From an optimization exercise on the open Yosys and OpenROAD flow, aimed at small area; shortcuts taken in it are not production practice. Power figures rest on the tool's default switching activity, not on a simulated workload.

==> run a: inputs <==
## ldiv
module ldiv #
  (
   parameter 	NUMERATOR_WIDTH = 32,
   parameter 	DENOMINATOR_WIDTH = 32,
   parameter 	QUOTIENT_WIDTH = 32
   )
   (
    input 				      clk,
    input 				      reset,
    input signed [NUMERATOR_WIDTH - 1:0]      numerator_in,
    input [DENOMINATOR_WIDTH - 1:0] 	      denominator_in,
    input 				      valid_in,
    output signed [QUOTIENT_WIDTH - 1:0]      quotient_out,
    output signed [NUMERATOR_WIDTH - 1:0]     remainder_out,
    output 				      valid_out,
    output signed [NUMERATOR_WIDTH - 1 + 1:0] numerator_out,
    output [DENOMINATOR_WIDTH - 1:0] 	      denominator_out
    );
make LEC_CHECK=0 CAP_MARGIN=20 CORE_MARGIN=2 CORE_UTILIZATION=45 CTS_BUF_LIST=sky130_fd_sc_hd__clkbuf_8 CTS_CLUSTER_SIZE=20 PLACE_DENSITY=0.6 SLEW_MARGIN=20 finish   # period 7.0 ns
run.sh (not shown) runs the stock make flow with config.mk's settings and CLKGATE_MAP_FILE= SYNTH_SCRIPT=/design/flow/synth_recipe.tcl, a recipe that flattens the netlist after the stock synthesis.
==> inputs of run b, as changes to run a <==
--- a/flow/design.v
+++ b/flow/design.v
@@ -2907,34 +2907,29 @@
    assign b31[29] = b31_G72;
    assign b31[30] = b31_G73;
    assign b31[31] = b31_G74;
    wire g31 = ~b31[31] & ~(|d11[31:31]);
    wire [30:0] r31 = t31 ^ ({31{g31}} & (d11[30:0] ^ b31[30:0]));
    wire [30:0] q31 = {q30, g31};
-   wire [31:0] dm1_12 = d11 - 32'd1;
-   wire e1 = t31[0] & ({2'b00, t31[30:1]} == dm1_12);
-   wire e0 = ({1'b0, t31} == dm1_12);
-   wire eq31 = g31 ? e1 : e0;
-   reg E12;
    reg [31:0] n12;
    reg [31:0] d12;
    reg v12;
    reg [30:0] Q12;
    reg [30:0] R12;
    always @(posedge clk) begin
       n12 <= n11;
       d12 <= d11;
       Q12 <= q31;
       R12 <= r31;
-      E12 <= eq31;
       v12 <= reset ? 1'b0 : v11;
    end
    wire s = n12[31];
    wire [31:0] Qx = {1'b0, Q12};
    wire [31:0] Rx = {1'b0, R12};
-   wire eq = E12;
+   wire [31:0] dm1 = d12 - 32'd1;
+   wire eq = (Rx == dm1);       
    wire [31:0] qo;              
    assign qo[1:0] = 2'b00;
    genvar k;
    generate
       for (k = 2; k < 32; k = k + 1) begin : qor
          assign qo[k] = |Qx[k-1:1];
==> flow/config.mk (replaced) <==
export PLATFORM = sky130hd
export DESIGN_NAME = ldiv
export DESIGN_NICKNAME = ldiv
export VERILOG_FILES = /design/flow/design.v
export SDC_FILE = /design/flow/constraint.sdc
export NUM_CORES = 4
export LEC_CHECK = 0
export CAP_MARGIN = 20
export CORE_MARGIN = 2
export CORE_UTILIZATION = 45
export PLACE_DENSITY = 0.6
export SLEW_MARGIN = 20
==> summary of the runs <==
Of run a and run b, run b has the higher synthesized cell count (gap about 5.6%, measured against run b).
Run b ran to the end with violations: setup timing. Run a reached the layout checks and failed them: setup timing.
Count of clock-buffer cells in the layout: run a is higher than run b (66).
In run a the register-to-register slack is worse than in run b, by 0.90 ns.
Of run b and run a, run a has the higher critical path depth (gap 9).
In run a the flip-flop and latch count is higher than in run b, by 1.
In run a the first-iteration DRC count is smaller than in run b, by 22%.
Between run b and run a, the lower global-route usage is in run b (gap 0.68 points).
Between run b and run a, the lower routed wire length is in run b (gap about 2%, measured against run a).
Of run b and run a, run b has the higher worst hold slack (gap 0.025 ns).
No run of this note included a check of the RTL's function; only the layout flow was run.

---

==> inputs of zinc <==
RTL: one of the versions met above, not the one the previous note started from.
Settings: LEC_CHECK=0, CAP_MARGIN=20, CORE_MARGIN=2, CORE_UTILIZATION=45, GPL_TIMING_DRIVEN=0, PLACE_DENSITY=0.6, SLEW_MARGIN=20; clock period 7.0 ns.
==> inputs of xenon, as changes to zinc <==
--- a/flow/design.v
+++ b/flow/design.v
@@ -2908,27 +2908,32 @@
    assign b31[30] = b31_G73;
    assign b31[31] = b31_G74;
    wire g31 = ~b31[31] & ~(|d11[31:31]);
    wire [30:0] r31 = t31 ^ ({31{g31}} & (d11[30:0] ^ b31[30:0]));
    wire [30:0] q31 = {q30, g31};
+   wire [31:0] dm1_12 = d11 - 32'd1;
+   wire e1 = t31[0] & ({2'b00, t31[30:1]} == dm1_12);
+   wire e0 = ({1'b0, t31} == dm1_12);
+   wire eq31 = g31 ? e1 : e0;
+   reg E12;
    reg [31:0] n12;
    reg [31:0] d12;
    reg v12;
    reg [30:0] Q12;
    reg [30:0] R12;
    always @(posedge clk) begin
       n12 <= n11;
       d12 <= d11;
       Q12 <= q31;
       R12 <= r31;
+      E12 <= eq31;
       v12 <= reset ? 1'b0 : v11;
    end
    wire s = n12[31];
    wire [31:0] Qx = {1'b0, Q12};
    wire [31:0] Rx = {1'b0, R12};
-   wire [31:0] dm1 = d12 - 32'd1;
-   wire eq = (Rx == dm1);       
+   wire eq = E12;
    wire [31:0] qo;              
    assign qo[1:0] = 2'b00;
    genvar k;
    generate
       for (k = 2; k < 32; k = k + 1) begin : qor
--- a/flow/config.mk
+++ b/flow/config.mk
@@ -6,8 +6,7 @@
 export NUM_CORES = 4
 export LEC_CHECK = 0
 export CAP_MARGIN = 20
 export CORE_MARGIN = 2
 export CORE_UTILIZATION = 45
-export GPL_TIMING_DRIVEN = 0
 export PLACE_DENSITY = 0.6
 export SLEW_MARGIN = 20
==> qor summary <==
metric                                                                     zinc                 xenon
DIE HEIGHT                                                               355 µm                350 µm
Via count of the first global-routing pass                                41388                 41387
Internal portion of total power                                         13.8 mW               14.0 mW
Length of routed met2 wiring                                           65500 µm              64900 µm
Internal reg-to-reg setup slack                                         0.19 ns              -0.67 ns
Area of the core region                                               0.122 mm²             0.118 mm²
Average footprint of a synthesized cell                                9.11 µm²              9.36 µm²
Die area                                                              0.126 mm²             0.122 mm²
Total wire length after detailed routing                              135000 µm             131000 µm
Result of the run                                               failed layout checks  failed layout checks
Reasons for failing layout checks                          negative setup slack  negative setup slack
Capture instance of the worst register-to-register path                  R8[22]                 R8[2]
Number of placement rows                                                    128                   126
Final hold slack                                                       0.299 ns              0.271 ns
Final standard cell utilization of the core                               0.548                 0.613
Combinational cell power                                                4.22 mW               4.85 mW
Final weighted congestion in routability-driven placement                 0.893                 0.911
Instance count after placement with tap cells included                     7912                  8151
Final count of negative-setup-slack endpoints                                 5                    49
Function was not checked in any run of this note: the RTL went through the layout flow alone.

## re-timing with driven ports
In the flow no input, the clock included, has a driving cell. The finished layouts below were timed again as built, in two steps.
Step 1 (the two cells are an assumption about what drives the block):
set clk [get_ports {clk}]
set_driving_cell -lib_cell sky130_fd_sc_hd__clkbuf_16 $clk
set_driving_cell -lib_cell sky130_fd_sc_hd__buf_2 [delete_from_list [all_inputs] $clk]
Step 2 times the ports against the registers' clock, not the clock port: input delays grow and output delays shrink by t, the midpoint of the rising clock arrivals with the driver on.
a / b / c = ideal / step 1 / step 2; a / b = the first two.
run | shift t [ns] | setup slack, ns | pins driven straight from the clock port
run a | 0.953 | -0.643 / -0.643 / -0.643 | 1
run b | 0.815 | -0.235 / -0.304 / -0.269 | 1
zinc | 0.812 | -0.443 / -0.517 / -0.501 | 1
xenon | 0.793 | -0.675 / -0.675 / -0.675 | 1
For zinc, which loses most, drivers alone change the setup slack by -0.074 ns; drivers and shift together by -0.058 ns.
